Source: an optimization exercise on an open RTL-to-GDS flow (aim: small area and a short achievable clock period). Production flows keep margins and buffers that such runs may drop.
The RTL was checked by simulation tests, not by an equivalence proof against the original design.
Power and IR drop assume default switching activity.

## v34
Design alu_d, start of the top module:
module alu_d #(parameter N = 32)
(
  input clk, rst,
  input [1:0] inp_valid,
  input mode,
  input [3:0] cmd,
  input ce, cin,
  input [N-1:0] opa, opb,
  output reg err, g, l, e,
  output oflow, cout,
  output [(2*N-1):0] res
);
export LEC_CHECK = 0
export ABC_AREA = 1
export CAP_MARGIN = 20
export CORE_MARGIN = 2
export CORE_UTILIZATION = 40
export CTS_BUF_LIST = sky130_fd_sc_hd__clkbuf_8
export CTS_CLUSTER_DIAMETER = 60
export CTS_CLUSTER_SIZE = 10
export PLACE_DENSITY = 0.6
export SLEW_MARGIN = 20
create_clock -name core_clock -period 11.0 [get_ports {clk}]
standard.sh (not shown) runs the stock make flow with config.mk's settings and CLKGATE_MAP_FILE= SYNTH_SCRIPT=/design/flow/synth_recipe.tcl, a recipe that flattens the netlist after the stock synthesis.
==> flow/flow/run.sh <==
#!/bin/bash
# The standard layout, with the port buffers made of a plain buffer cell
# (buf_1) instead of the delay-cell buffers buffer_ports picks by default,
# and timing repair aimed at a larger setup slack.
set -o pipefail
export BUFFER_PORTS_ARGS="-buffer_cell sky130_fd_sc_hd__buf_1"
export SETUP_SLACK_MARGIN=6.22
bash standard.sh > standard.log 2>&1
Changes in v4 relative to v34:
==> flow/run.sh (new file) <==
#!/bin/bash
# synth_recipe.tcl (not shown) runs the flow's synth.tcl, then flattens the netlist and writes it again
# the make line also repeats each setting of config.mk as NAME=value (left out here)
make -C /OpenROAD-flow-scripts/flow DESIGN_CONFIG=/design/flow/config.mk WORK_HOME=/design/flow/orfs CLKGATE_MAP_FILE= SYNTH_SCRIPT=/design/flow/synth_recipe.tcl finish
--- a/flow/config.mk
+++ b/flow/config.mk
@@ -15,0 +16 @@
+export SETUP_SLACK_MARGIN = 5
removed: flow/flow/run.sh
removed: flow/standard.sh
==> results.txt <==
v4 vs v34, core utilization of the finished layout went down by 0.64 points.
Smallest hold slack: v4 < v34
Comparing v4 and v34, the higher detailed-routed wire length on met3 was measured on v34.
Summary of v4 over v34: maximum operating frequency decreased by 16% relative to the old numbers; overall power of the completed layout lower.
Here is what was changed in the inputs of v11 compared with v4.
==> flow/flow/run.sh (new file) <==
#!/bin/bash
# The standard layout, with the port buffers made of a plain buffer cell
# (buf_1) instead of the delay-cell buffers buffer_ports picks by default,
# and timing repair aimed at a larger setup slack.
set -o pipefail
export BUFFER_PORTS_ARGS="-buffer_cell sky130_fd_sc_hd__buf_1"
export SETUP_SLACK_MARGIN=6.45
bash standard.sh > standard.log 2>&1
==> flow/standard.sh (new file) <==
#!/bin/bash
# synth_recipe.tcl (not shown) runs the flow's synth.tcl, then flattens the netlist and writes it again
# the make line also repeats each setting of config.mk as NAME=value (left out here)
make -C /OpenROAD-flow-scripts/flow DESIGN_CONFIG=/design/flow/config.mk WORK_HOME=/design/flow/orfs CLKGATE_MAP_FILE= SYNTH_SCRIPT=/design/flow/synth_recipe.tcl "${@:-finish}"
--- a/flow/config.mk
+++ b/flow/config.mk
@@ -16 +15,0 @@
-export SETUP_SLACK_MARGIN = 5
removed: flow/run.sh
## What came out
Between v11 and v4, worst setup margin is higher for v11, v4 comes in under that. Going from v4 to v11, the number of global-route vias before repair was found to have gone up by 482. The run showing the smaller post-cts repair resize count is v4. STATUS shortest clock period the worst path allows after layout: v11 wins against v4.
### v11 -> v19
--- a/flow/flow/run.sh
+++ b/flow/flow/run.sh
@@ -7 +7 @@
-export SETUP_SLACK_MARGIN=6.45
+export SETUP_SLACK_MARGIN=6.15
### Flow results
- Result: PASS for each of v19 and v11
- The most common cell after layout, fill and taps aside comes out sky130_fd_sc_hd__nand2_1 in one run and sky130_fd_sc_hd__inv_1 in the other, namely in v19 and v11 respectively.
- The aggregate global-route resource usage of v11 and that of v19 are within noise of each other.
- Compared with v11, v19 shows a initial DRC count that is 190 lower.
- In v19 the sequential share of layout area turned out 0.91 points higher than in v11.
- Fraction of final layout cells with drive strength greater than 1 in v19 vs v11: down 8.8 points
- Summary — final wirelength, v19 relative to v11: lower, by 5.8%.
- Of the two values seen for beginning of the critical path, s_r[30] was produced by v11 and dtwon[11] by v19.
- Between v19 and v11, it is v19 whose number of CTS-inserted buffers is lower, by 2.
- v11 → v19: number of cells on the critical path -2; final critical delay including setup and external delays ~0 delta; met3 usage in global routing +1.9 points; post-route cell area -about 9%.
- v11 has a lower multi-input gate share of the layout cell area than v19.
Inputs modified between v19 and v1:
--- a/flow/flow/run.sh
+++ b/flow/flow/run.sh
@@ -7 +7 @@
-export SETUP_SLACK_MARGIN=6.15
+export SETUP_SLACK_MARGIN=6
--- a/flow/config.mk
+++ b/flow/config.mk
@@ -12 +12 @@
-export CTS_BUF_LIST = sky130_fd_sc_hd__clkbuf_8
+export CTS_BUF_LIST = sky130_fd_sc_hd__clkbuf_8 sky130_fd_sc_hd__clkbuf_16
--- outcome ---
- Final antenna-violating net count essentially unchanged between v1 and v19.
- Between v1 and v19, the difference in total met3 wirelength after detailed routing is negligible.
- v1 — total routed wirelength 1000 µm lower, v19 as reference
- v1 closes out successfully: all stages finished, all timing, DRC and antenna checks passed.
diff inputs: v1 => v32
--- a/flow/config.mk
+++ b/flow/config.mk
@@ -12 +12 @@
-export CTS_BUF_LIST = sky130_fd_sc_hd__clkbuf_8 sky130_fd_sc_hd__clkbuf_16
+export CTS_BUF_LIST = sky130_fd_sc_hd__clkbuf_8
@@ -14,0 +15 @@
+export GPL_ROUTABILITY_DRIVEN = 0
## What came out
- | post-synthesis to final-layout area growth | v32 vs v1 | 0.97 points lower |
- As far as non-clock buffering overhead in the final layout is concerned, v1 and v32 perform about the same.
- Any difference in final worst-path cycle share between v32 and v1 is small enough to ignore.
- A uppermost layer routed of met4 is what v32 shows, while met5 belongs to v1.
- Between v1 and v32, the maximum frequency does not differ in any meaningful way.
- Of v32 and v1, the run reporting the higher final period demand of the worst path was v32.

========
Starting RTL as in the previous note.
// alu_d
module alu_d #(parameter N = 32)
(
  input clk, rst,
  input [1:0] inp_valid,
  input mode,
  input [3:0] cmd,
  input ce, cin,
  input [N-1:0] opa, opb,
  output reg err, g, l, e,
  output oflow, cout,
  output [(2*N-1):0] res
);
export LEC_CHECK = 0
export ABC_AREA = 1
export CAP_MARGIN = 20
export CORE_MARGIN = 2
export CORE_UTILIZATION = 40
export CTS_BUF_LIST = sky130_fd_sc_hd__clkbuf_8
export CTS_CLUSTER_DIAMETER = 60
export CTS_CLUSTER_SIZE = 10
export PLACE_DENSITY = 0.6
export SLEW_MARGIN = 20
create_clock -name core_clock -period 11.0 [get_ports {clk}]
==> flow/flow/run.sh <==
#!/bin/bash
# The standard layout, with the port buffers made of a plain buffer cell
# (buf_1) instead of the delay-cell buffers buffer_ports picks by default,
# and timing repair aimed at a larger setup slack.
set -o pipefail
export BUFFER_PORTS_ARGS="-buffer_cell sky130_fd_sc_hd__buf_1"
export SETUP_SLACK_MARGIN=5.85
bash standard.sh > standard.log 2>&1
Next try:
--- a/flow/flow/run.sh
+++ b/flow/flow/run.sh
@@ -7 +7 @@
-export SETUP_SLACK_MARGIN=5.85
+export SETUP_SLACK_MARGIN=6.3
What happened:
- setup slack improves by 360 ps
- routed wire length goes up by 0.79%
- non-clock buffer count goes up by 41
- count of clock-buffer cells in the layout goes down by 2
- cell area goes up by 5.4%
- clock power goes down by about 2%
- clock skew goes down by 13 ps
- worst hold slack degrades by 5.8 ps
- cell count goes up by 0.82%
- via count goes up by 0.80%
- maximum frequency goes up by 7.6%

[separate check: timing with driven ports]
How much do the figures lean on ideal ports? The routed layouts below were timed once more, with nothing changed but the port constraints.
Step 1 assumes that a clkbuf_16 drives the clock port and a buf_2 every other input.
Step 2 adds t to the input delays and takes it off the output delays; t is the mean of the earliest and latest rising clock arrival at the registers after step 1. Input paths then give back, and output paths get back, about the clock's delay inside the block.
Three values: ideal, step 1, step 2; two values: the first two.
| run | shift t [ns] | slack for setup (ns) | worst setup path at the end | slew at the worst register clock pin (ns) | worst data-port slew with drivers (ns) |
|---|---|---|---|---|---|
| v34 | 0.678 | 6.189 / 6.129 / 5.903 | input to register | 0.08 / 0.08 | 0.05 |
| v4 | 0.693 | 5.266 / 5.203 / 5.435 | register to register | 0.07 / 0.07 | 0.04 |
| v11 | 0.717 | 6.215 / 6.156 / 5.930 | input to register | 0.08 / 0.08 | 0.04 |
| v19 | 0.675 | 6.213 / 6.173 / 5.929 | input to register | 0.07 / 0.07 | 0.04 |
| v1 | 0.625 | 6.080 / 6.065 / 5.894 | input to register | 0.05 / 0.05 | 0.05 |
| v32 | 0.681 | 6.069 / 6.014 / 5.890 | input to register | 0.07 / 0.07 | 0.05 |
| the first run of note 2 | 0.674 | 5.946 / 5.946 / 5.923 | input to register | 0.07 / 0.07 | 0.05 |
| the second run of note 2 | 0.684 | 6.301 / 6.237 / 5.878 | input to register | 0.07 / 0.07 | 0.05 |
After both steps every run listed still meets setup and hold. The setup slack of the second run of note 2, which loses most, moves by -0.064 ns with the drivers and by -0.423 ns with both steps.
